What follows belongs to an exercise in optimizing a design on an open flow for small area and a short achievable clock period; a production flow would make more cautious choices. Function was checked by simulation only, so behaviour that the tests miss may differ from the original. Power and IR drop assume default switching activity.

===== design/flow/design.v =====
module CPU_EEPROM(clk, reset, PC, Data, Out, carry, parity, sign, zero);
input clk, reset;
output reg [12:0] PC;
input [7:0] Data;
output reg [7:0] Out;
output reg carry;
output parity;
output sign;
output zero;
reg        update;
reg [7:0]  A, B, C;
reg [5:0]  op2;           
reg [3:0]  SQ;            
reg [12:0] stk [15:0];
reg fa;                   
reg p_s, s_s, z_s;        
assign parity = fa ? ~^A : p_s;
assign sign   = fa ? A[7] : s_s;
assign zero   = fa ? ~|A : z_s;
wire [12:0] PC1 = PC + 1'b1;
wire [12:0] top = stk[SQ];
wire [12:0] BC  = {B[4:0], C};
wire [7:0] D = Data;
wire n = ~update;
wire i00 = n & (D == 8'h00), i01 = n & (D == 8'h01), i03 = n & (D == 8'h03), i04 = n & (D == 8'h04);
wire i06 = n & (D == 8'h06), i07 = n & (D == 8'h07), i09 = n & (D == 8'h09), i0A = n & (D == 8'h0A);
wire i0C = n & (D == 8'h0C), i0D = n & (D == 8'h0D), i0F = n & (D == 8'h0F);
wire i10 = n & (D == 8'h10), i11 = n & (D == 8'h11), i12 = n & (D == 8'h12), i13 = n & (D == 8'h13);
wire i14 = n & (D == 8'h14), i15 = n & (D == 8'h15), i16 = n & (D == 8'h16), i17 = n & (D == 8'h17);
wire i18 = n & (D == 8'h18), i19 = n & (D == 8'h19), i1A = n & (D == 8'h1A), i1B = n & (D == 8'h1B);
wire i1C = n & (D == 8'h1C), i1D = n & (D == 8'h1D), i1E = n & (D == 8'h1E), i1F = n & (D == 8'h1F);
wire i20 = n & (D == 8'h20), i21 = n & (D == 8'h21), i22 = n & (D == 8'h22), i23 = n & (D == 8'h23);
wire i24 = n & (D == 8'h24), i25 = n & (D == 8'h25), i26 = n & (D == 8'h26), i27 = n & (D == 8'h27);
wire i28 = n & (D == 8'h28), i30 = n & (D == 8'h30), i31 = n & (D == 8'h31), i32 = n & (D == 8'h32);
wire i33 = n & (D == 8'h33), i37 = n & (D == 8'h37), i38 = n & (D == 8'h38), i3A = n & (D == 8'h3A);
wire i3B = n & (D == 8'h3B), i3C = n & (D == 8'h3C), i3D = n & (D == 8'h3D), i3E = n & (D == 8'h3E);
wire i3F = n & (D == 8'h3F);
wire two = n & ((D == 8'h02) | (D == 8'h05) | (D == 8'h08) | (D == 8'h0B) | (D == 8'h0E) |
                (D == 8'h2B) | (D == 8'h2C) | (D == 8'h2D) | (D == 8'h2E) | (D == 8'h2F) |
                (D == 8'h34) | (D == 8'h35) | (D == 8'h36));
wire halt = n & (D == 8'hFF);
wire u = update;
wire m_add = u & ((op2 == 6'h02) | (op2 == 6'h2B));
wire m_sub = u & ((op2 == 6'h05) | (op2 == 6'h2C));
wire m_or  = u & ((op2 == 6'h08) | (op2 == 6'h2D));
wire m_and = u & ((op2 == 6'h0B) | (op2 == 6'h2E));
wire m_xor = u & ((op2 == 6'h0E) | (op2 == 6'h2F));
wire m_mov = u & (op2 == 6'h34);
wire m_b   = u & (op2 == 6'h35);
wire m_c   = u & (op2 == 6'h36);
wire m_mem = u & ~op2[5];            
wire [8:0] r_addb = {1'b0, A} + {1'b0, B};
wire [8:0] r_addc = {1'b0, A} + {1'b0, C};
wire [7:0] r_subb = A - B;
wire [7:0] r_subc = A - C;
wire [8:0] r_inca = {1'b0, A} + 9'd1;
wire [7:0] r_deca = A - 8'd1;
wire [7:0] dx = Data ^ {8{m_sub}};
wire [8:0] r_m = {1'b0, A} + {1'b0, dx} + {8'd0, m_sub};
wire [7:0] A_n =
	({8{i00}} & r_addb[7:0]) | ({8{i01}} & r_addc[7:0]) |
	({8{i03}} & r_subb)      | ({8{i04}} & r_subc) |
	({8{i06}} & (A | B))     | ({8{i07}} & (A | C)) |
	({8{i09}} & (A & B))     | ({8{i0A}} & (A & C)) |
	({8{i0C}} & (A ^ B))     | ({8{i0D}} & (A ^ C)) |
	({8{i1A}} & {A[6:0], A[7]}) | ({8{i1B}} & {A[0], A[7:1]}) |
	({8{i1D}} & r_inca[7:0]) | ({8{i20}} & r_deca) |
	({8{i26}} & ~A) |
	({8{i30 | i3A}} & B) | ({8{i33 | i3B}} & C) |
	({8{i38}} & top[7:0]) | ({8{i3D}} & {A[3:0], A[7:4]}) |
	({8{m_add | m_sub}} & r_m[7:0]) |
	({8{m_or}} & (A | Data)) | ({8{m_and}} & (A & Data)) |
	({8{m_xor}} & (A ^ Data)) | ({8{m_mov}} & Data);
wire a_we = i00 | i01 | i03 | i04 | i06 | i07 | i09 | i0A | i0C | i0D |
            i1A | i1B | i1D | i20 | i23 | i26 | i30 | i3A | i33 | i3B | i38 | i3D |
            m_add | m_sub | m_or | m_and | m_xor | m_mov;
wire f_arith = i00 | i01 | i1D | m_add;
wire f_logic = i03 | i04 | i06 | i07 | i09 | i0A | i0C | i0D | i1A | i1B | i20 | i26 |
               i30 | i33 | m_sub | m_or | m_and | m_xor | m_mov;
wire f_keep  = i38 | i3A | i3B | i3D;
wire c_n = (i00 & r_addb[8]) | (i01 & r_addc[8]) | (i1D & r_inca[8]) | (m_add & r_m[8]);
wire [7:0] B_n =
	({8{i1E}} & (B + 8'd1)) | ({8{i21}} & (B - 8'd1)) |
	({8{i27}} & ~B) | ({8{i31 | i3C}} & C) | ({8{i3A}} & A) |
	({8{i3E}} & {B[3:0], B[7:4]}) | ({8{m_b}} & Data);
wire b_we = i1E | i21 | i24 | i27 | i31 | i3C | i3A | i3E | m_b;
wire [7:0] C_n =
	({8{i1F}} & (C + 8'd1)) | ({8{i22}} & (C - 8'd1)) |
	({8{i28}} & ~C) | ({8{i32 | i3C}} & B) | ({8{i3B}} & A) |
	({8{i3F}} & {C[3:0], C[7:4]}) | ({8{m_c}} & Data);
wire c_we = i1F | i22 | i25 | i28 | i32 | i3C | i3B | i3F | m_c;
wire call = i14 | (i15 & carry) | (i16 & parity) | (i17 & sign) | (i18 & zero);
wire jmp = i0F | (i10 & carry) | (i11 & parity) | (i12 & sign) | (i13 & zero) | call;
wire pop  = i19 | i38;
wire push = call | i37;
wire wr   = push | i3A | i3B | i3C | m_mem;
wire [12:0] wd = update ? PC :
                 ~D[5] ? PC1 :
                 (D[2] & ~D[1]) ? {5'd0, B} : {5'd0, A};
genvar gi;
generate for (gi = 0; gi < 16; gi = gi + 1) begin : g_stk
	always @(posedge clk)
		if (reset && wr && SQ == ((gi + 1) & 15))
			stk[gi] <= wd;
end endgenerate
always @(posedge clk) begin
	if (!reset) begin
		update <= 0;
		A <= 0; B <= 0; C <= 0; Out <= 0;
		carry <= 0; fa <= 0; p_s <= 0; s_s <= 0; z_s <= 0;
		PC <= 0;
		SQ <= 4'd0;
	end else begin
		update <= two;
		if (a_we) A <= A_n;
		if (b_we) B <= B_n;
		if (c_we) C <= C_n;
		if (i1C) Out <= A;
		if (f_arith | f_logic | i23) carry <= c_n;
		if (f_arith | f_logic) fa <= 1;
		if (i23) begin fa <= 0; p_s <= 0; s_s <= 0; z_s <= 0; end
		if (f_keep) begin fa <= 0; p_s <= parity; s_s <= sign; z_s <= zero; end
		if (push) SQ <= SQ - 1'b1;
		else if (pop) SQ <= SQ + 1'b1;
		if (halt | m_mem) PC <= PC;
		else if (jmp) PC <= BC;
		else if (i19) PC <= top;
		else PC <= PC1;
	end
end
always @(posedge clk)
	op2 <= Data[5:0];
endmodule

===== design/flow/run.sh =====
#!/bin/bash
# synth_recipe.tcl (not shown) runs the flow's synth.tcl, then flattens the netlist and writes it again
# the make line also repeats each setting of config.mk as NAME=value (left out here)
make -C /OpenROAD-flow-scripts/flow DESIGN_CONFIG=/design/flow/config.mk WORK_HOME=/design/flow/orfs CLKGATE_MAP_FILE= SYNTH_SCRIPT=/design/flow/synth_recipe.tcl finish

===== design/flow/config.mk =====
export PLATFORM = sky130hd
export DESIGN_NAME = CPU_EEPROM
export DESIGN_NICKNAME = CPU_EEPROM
export VERILOG_FILES = /design/flow/design.v
export SDC_FILE = /design/flow/constraint.sdc
export NUM_CORES = 4
export LEC_CHECK = 0
export ABC_CLOCK_PERIOD_IN_PS = 2500
export CAP_MARGIN = 20
export CORE_MARGIN = 2
export CORE_UTILIZATION = 40
export SETUP_SLACK_MARGIN = 4.5
export SLEW_MARGIN = 20

===== design/flow/constraint.sdc =====
create_clock -name core_clock -period 7.5 [get_ports {clk}]
set_input_delay 1.5000 -clock core_clock [delete_from_list [all_inputs] [get_ports {clk}]]
set_output_delay 1.5000 -clock core_clock [all_outputs]
set_load 0.01 [all_outputs]

==> results.ini, run 1 <==
[timing]
fin_setup_tns_ps=0
worst_slew_pin_slew_ps=1100
min_period_ps=3870
final_max_slew_viol_count=0
fin_skew_ps=16.3
max-slew-margin-rel_pct=26.1
fmax_ghz=0.258
rsz0062_at_grt=true
setup-violations-final=0
hold_viol_final=0
fin_crit_sh_pct=51.6
fin_ws_ps=3630

[setup_path]
critPathBufInv=4
critPathMaxFanout=2
reg2reg_slack_ps=4160
startpoint_type=register
end_kind=output pin
slowest_delay_ps=360
slowest_stage=dfxtp_4
cp_top_family=buffers and inverters
required_ps=6000
crit_path_cell_trace=buf_12, clkinvlp_4, ha_4, xor2_4, xnor2_2, mux2i_4, inv_1, buf_2
crit_type=reg2out
arrival_ps=2370

[drt]
drt-met1-wl_um=31000
drt_iter0_markers=3818
drc=0
via_per_inst=7.15
highest_layer=met4
routed-wl-met3_um=13100
drt_pass1_iterations=9
wirelength_um=81700
via_count=17393
avgRoutedWirePerCell_um=33.6
antenna_left=0
wl_met2_um=32200

[power]
p_leak_nw=8.35
power.internal_mw=2.81
swShare_pct=32.3
p_per_area_nw_per_um2=180
power_frac_seq_pct=40.1
combPwrFrac_pct=25.3
switching_power_mw=1.34
pwr-share-clk_pct=34.6
vdd_ir_drop_max_uv=172

[cells_and_area]
area_growth_pct=38.9
nNetsFinal=1986
n_fill_cell=3412
n_antenna_cell=0
multi_input_area_um2=10300
ff_latch_area_um2=7540
drive_gt1_share_pct=32.9

[synthesis]
synthesis.nets=1763
synth-compound-area-share_pct=23.0
synth_fa_ha_area_share_pct=7.37
ys_types=89
synth_simple_gate_area_share_pct=15.8
synth_edf_count=208
yosys_warnings=2
synth_area_leaders=edfxtp_1 (38%), dfxtp_1 (7.3%), ha_1 (6.8%), a22oi_1 (2.6%), a21oi_1 (2.6%)
async_reset_ff_share_pct=0
synth_top_area_share_pct=37.5
ys_seq_elements=269
synthesis.area_um2=16600
synth_xor_area_share_pct=2.05
synth_most_common_cell=edfxtp_1
synth_flop_cell=edfxtp_1
syn-instance-count=1658
synth_mux_area_share_pct=2.24
synth.cells.most_frequent=edfxtp_1 (208), nor2_1 (101), nand2_1 (98)
yosysTopAreaCell=edfxtp_1
seq_area_frac_synth_pct=44.9
synth_top_family_by_area=compound AO/OA/AOI/OAI gates
postSynthAreaPerCell_um2=10.0

[floorplan]
rows=74
die_h_um=208
io_pins=35
start_util_pct=40.7
dieArea_um2=43200
core_um2=40900
dieWidth_um=208

[hold_path]
holdCritPathClass=reg2reg

[run]
cap_viol_max_count=0

[cts]
clkTransAtPathRegs_ps=70
insertion_delay_ps=610
cts_root_buffer=clkbuf_16
cts.path.max_buffers=3
cts-htree-levels=1
cts_tree=built
clock_sinks=269
cts_made_buffers=30

[global_routing]
grt_max_degree=49
antenna_found_initial=0
grt_first_pass_wirelength_um=115000
grt_pass1_vias=16130
grtUsageTotal_pct=36.1
grt_remaining_overflow=0

[outcome]
status=complete, no violations

[place]
finalWeightedCongestion=1.06
post-place-ws_ps=2360
port_buffers=34
dp_hpwl_um=48600

## flip-flops by register name, summed over array words and instances (netlist names)
register  cells
B             8
carry         1
C             8
p_s           1
update        1
fa            1
A             8
s_s           1
z_s           1
PC           13
stk         208
Out           8
op2           6
SQ            4
## area by class of cell
type | instances | area share (%)
multi-input cells | 1218 | 44.8
inverters | 64 | 1.33
well taps | 532 | 2.88
flip-flops and latches | 269 | 32.6
repair buffers | 298 | 14.4
clock inverters | 13 | 0.449
clock buffers | 40 | 3.59
## cells by family after synthesis
| family | after synthesis |
|---|---|
| flip-flops | 269 |
| XOR/XNOR | 39 |
| AND/OR/NAND/NOR | 493 |
| buffers and inverters | 194 |
| multiplexers | 35 |
| adder cells (fa/ha/maj) | 95 |
| AO/OA/AOI/OAI | 533 |
## layer usage
| layer | track usage [%] | vias up |
|---|---|---|
| met1 | 50.7 | 8330 |
| met5 | 0 | - |
| met4 | 16.5 | 0 |
| met3 | 12.5 | 406 |
| met2 | 49.7 | 1655 |
| li1 | - | 7002 |
## worst paths after layout
kind	startpoint	endpoint	cells past startpoint
setup / recovery	A[3]	parity	8
hold reg to reg	z_s	z_s	2
hold / removal	z_s	z_s	2
setup reg to reg	A[3]	stk[4][11]	13
## power by group through the flow
stage / combinational [mW] / clock, mW / sequential (mW)
after floorplan: 0.447 / 0 / 1.69
after global placement: 0.657 / 0 / 1.72
after detailed placement: 0.655 / 0 / 1.72
after CTS: 0.938 / 1.44 / 1.66
after global routing: 1.07 / 1.49 / 1.67
final: 1.05 / 1.44 / 1.67
## metrics by stage
step | hold WS, ps | std cells | util [%] | power [mW] | instance area (um2)
after floorplan | 424 | 1658 | - | 2.13 | 17300
after global placement | 438 | 2142 | 43.8 | 2.38 | 17900
after detailed placement | 446 | 2142 | 43.8 | 2.38 | 17900
after CTS | 469 | 2392 | 54.7 | 4.04 | 22400
after global routing | 498 | 2434 | 56.5 | 4.22 | 23100
final | 463 | 2434 | 56.5 | 4.15 | 23100
## worst reg2reg max path, cell delays in order, from the launching register on
cell	delay [ps]
dfxtp_4	360
buf_12	120
clkinvlp_4	190
ha_4	310
xor2_4	160
xnor2_2	260
mux2i_4	140
buf_4	150
buf_4	140
o211ai_1	320
o2bb2ai_4	190
buf_12	160
o31a_4	240
and3_4	290
## repair_timing
action | in CTS | in global routing
endpoints found under the setup margin | 473 | 332
cloned | 36 | 1
resized for setup | 417 | 69
hold buffers | 0 | 0
setup buffers | 161 | 41
pin swaps | 110 | 54
## placed cells by master, fill, tap and decap left out, types with 32 or more instances in the layout
master / instances
nor2_1: 92
inv_1: 52
buf_12: 37
buf_4: 168
o21ai_0: 55
a21oi_1: 75
a22o_1: 34
clkbuf_16: 32
nor3_1: 34
dfxtp_1: 32
buf_6: 45
a22oi_1: 51
nand3_1: 46
nand2_1: 89
edfxtp_1: 208
ha_1: 85
==> inputs of run 2 (changes only) <==
--- a/design/flow/config.mk
+++ b/design/flow/config.mk
@@ -8,6 +8,6 @@
 export ABC_CLOCK_PERIOD_IN_PS = 2500
 export CAP_MARGIN = 20
 export CORE_MARGIN = 2
-export CORE_UTILIZATION = 40
-export SETUP_SLACK_MARGIN = 4.5
+export CORE_UTILIZATION = 50
+export SETUP_SLACK_MARGIN = 3.8
 export SLEW_MARGIN = 20
==> results.ini, run 2 <==
[cells_and_area]
drive_gt1_share_pct=16.8  ; -16 points
fin_util_pct=60.0  ; +3.5 points
final_cell_mix=edfxtp_1 (208), nor2_1 (97), nand2_1 (97)
nNetsFinal=1803  ; -9.2%
largest-register=stk
area_growth_pct=17.6
largest_reg_flops=208  ; unchanged
top_regs=stk x208, PC x13
n_antenna_cell=0  ; unchanged
final_common_cell=edfxtp_1
final_area_um2=19600  ; -15%

[setup_path]
path_common_cell=buf_4
required_ps=8010  ; +2010 ps
crit_type=in2reg
crit_path_cell_trace=clkdlybuf4s50_1, buf_12, nor4bb_1, buf_4, nand3_1, o211ai_1, a2111oi_2, buf_4, and4b_1, a21oi_1
arrival_ps=4330  ; +1960 ps
cp_top_family=buffers and inverters
slowest_stage=o211ai_1
end_kind=register
slowest_delay_ps=700  ; +340 ps
critPathBufInv=4  ; unchanged
startpoint_type=input port
critPathMaxFanout=42  ; +40

[cts]
cts_tree=built
cts.path.max_buffers=3  ; unchanged
insertion_delay_ps=580  ; -30 ps
cts_made_buffers=29  ; -3.3%
clkTransAtPathRegs_ps=70  ; about the same
clock_sinks=269  ; unchanged
hold_buffers=0  ; unchanged
cts_root_buffer=clkbuf_16
cts-htree-levels=1  ; unchanged

[timing]
holdWs_ps=474  ; +11.1 ps
hold_viol_final=0  ; unchanged
fin_crit_sh_pct=50.9  ; -0.71 points
worst_slew_pin_slew_ps=1050  ; -53.6 ps
fin_skew_ps=16.1  ; -0.213 ps
max-slew-margin-rel_pct=29.5  ; +3.4 points
min_period_ps=3820  ; -53.1 ps
setup-violations-final=0  ; unchanged
final_max_slew_viol_count=0  ; unchanged
rsz0062_at_grt=true
fin_setup_tns_ps=0  ; unchanged
fmax_ghz=0.262  ; +1.4%

[synthesis]
seq_area_frac_synth_pct=44.9  ; unchanged
synthesis.area_um2=16600  ; unchanged
ys_types=89  ; unchanged
async_reset_ff_share_pct=0  ; unchanged
synth_simple_gate_area_share_pct=15.8  ; unchanged
syn-instance-count=1658  ; unchanged
yosys_warnings=2  ; unchanged
synth_edf_count=208  ; unchanged
yosysTopAreaCell=edfxtp_1
synthesis.nets=1763  ; unchanged
synth_fa_ha_area_share_pct=7.37  ; unchanged
synth_xor_area_share_pct=2.05  ; unchanged
synth_flop_cell=edfxtp_1
synth_area_leaders=edfxtp_1 (38%), dfxtp_1 (7.3%), ha_1 (6.8%), a22oi_1 (2.6%), a21oi_1 (2.6%)
synth.cells.most_frequent=edfxtp_1 (208), nor2_1 (101), nand2_1 (98)
synth_top_area_share_pct=37.5  ; unchanged
ys_seq_elements=269  ; unchanged
postSynthAreaPerCell_um2=10.0  ; unchanged
synth_most_common_cell=edfxtp_1
synth_mux_area_share_pct=2.24  ; unchanged
synth-compound-area-share_pct=23.0  ; unchanged
synth_top_family_by_area=compound AO/OA/AOI/OAI gates

[outcome]
status=complete, no violations

[drt]
antenna_left=0  ; unchanged
drt_pass1_iterations=8  ; -1
avgRoutedWirePerCell_um=33.4  ; -0.57%
drt_iter0_markers=2257  ; -41%
via_per_inst=7.25  ; +1.4%
via_count=15668  ; -9.9%
drc=0  ; unchanged
wirelength_um=72200  ; -12%

[power]
vdd_ir_drop_max_uv=266  ; +55%
switching_power_mw=1.20  ; -10%
p_leak_nw=6.75  ; -19%
combPwrFrac_pct=21.4  ; -3.9 points
p_total_mw=3.99  ; -3.9%
power_frac_seq_pct=41.7  ; +1.6 points
power.internal_mw=2.78  ; -0.96%
swShare_pct=30.2  ; -2.1 points
p_per_area_nw_per_um2=204  ; +13%
pwr-share-clk_pct=37.0  ; +2.4 points

[hold_path]
holdCritPathClass=reg2reg

[place]
dp_hpwl_um=48400  ; -0.56%
port_buffers=34  ; unchanged
placed_cell_area_um2=17600  ; -2.1%
finalWeightedCongestion=1.03  ; -3.2%

[floorplan]
core_um2=32600  ; -20%
io_pins=35  ; unchanged
rows=66  ; -11%
dieArea_um2=34800  ; -20%
die_h_um=186  ; -10%
start_util_pct=51.0  ; +10 points
dieWidth_um=186  ; -10%

[run]
cap_viol_max_count=0  ; unchanged

[global_routing]
grt_remaining_overflow=0  ; unchanged
antenna_found_initial=2  ; +2
grt_pass1_vias=14830  ; -8.1%
grt_first_pass_wirelength_um=104000  ; -10%
grt_max_degree=48  ; -2.0%
grtUsageTotal_pct=40.5  ; +4.4 points

## run 2: cell types whose count changed in the layout (fill, tap and decap cells not counted), sizes merged, moves of 5 or more
cell	change
buf	-171
clkdlybuf4s50	+23
dlygate4sd2	-13
and3	-7
dlymetal6s2s	-6
inv	+6
and2	-5
clkbuf	-5
## run 2: what timing repair did
action / in CTS / in global routing
resized for setup: 129 / 31
setup buffers: 23 / 9
pin swaps: 15 / 9
gates cloned: 11 / 0
setup endpoints to repair: 274 / 235
## run 2: kinds of logic (layout without fill, tap and decap cells)
logic type | count (synthesis) | count (layout)
AO/OA/AOI/OAI | 533 | 536
XOR/XNOR | 39 | 39
AND/OR/NAND/NOR | 493 | 497
adder cells (fa/ha/maj) | 95 | 95
multiplexers | 35 | 35
flip-flops | 269 | 269
buffers and inverters | 194 | 249
## run 2: stage by stage
stage | setup WS (ps) | std cells
floorplan | 3770 | 1658
global placement | 2140 | 2066
detailed placement | 2050 | 2066
CTS | 3730 | 2153
global route | 3680 | 2162
finish | 3680 | 2162
## run 2: final cells by class
cell class / count / area, um2
multi-input cells: 1202 / 9030
flip-flops and latches: 269 / 7480
clock inverters: 19 / 219
well taps: 442 / 553
inverters: 64 / 268
repair buffers: 132 / 1280
clock buffers: 34 / 744
fillers: 2765 / 13000
## run 2: power by group through the flow
stage / clock network, mW / registers [mW] / logic [mW]
global placement: 0 / 1.68 / 0.688
CTS: 1.48 / 1.66 / 0.778
global route: 1.54 / 1.66 / 0.891
detailed placement: 0 / 1.68 / 0.685
floorplan: 0 / 1.68 / 0.426
finish: 1.47 / 1.66 / 0.852
## run 2: worst min-delay path, delay by kind of cell, from the launching register on
family	cells	cell delay, ps
flip-flops	1	330
AO/OA/AOI/OAI	1	60
AND/OR/NAND/NOR	1	50
## run 2: final timing paths
path                              start  endpoint  slack [ps]  depth (start not counted)
worst max-delay path            Data[3]      A[1]        3680                         10
worst min-delay path                z_s       z_s         470                          2
worst max register to register    SQ[2]     PC[3]        3900                          8
worst min register to register      z_s       z_s         470                          2
## run 2: routing by layer
layer	part of all wire (%)	track usage [%]
met5	0.015	0
met4	10	31.8
met3	11	8.78
met2	44	62.9
met1	35	49.1

==> re-timing with driven ports <==
The results above use ideal ports. As a check the final layouts listed here were re-extracted and re-timed, cells and wires unchanged.
Step 1 sets driving cells, clkbuf_16 on the clock port and buf_2 on the other inputs (assumed; they add their load-dependent delay and slew).
Step 2 moves the port delays by t, midway between the first and last clock arrival at a register: inputs arrive t later, outputs are due t later. That takes back most of the time a late clock gives input paths.
a / b / c = no drivers / after step 1 / after step 2; a / b = the first two.
run | shift t [ns] | setup WS [ns] | hold WS [ns]
run 1 | 0.660 | 3.629 / 3.576 / 3.310 | 0.463 / 0.463 / 0.463
run 2 | 0.625 | 3.682 / 3.709 / 3.084 | 0.474 / 0.474 / 0.474
After both steps every run listed still meets setup and hold. The setup slack of run 2, which loses most, moves by +0.027 ns with the drivers and by -0.598 ns with both steps.
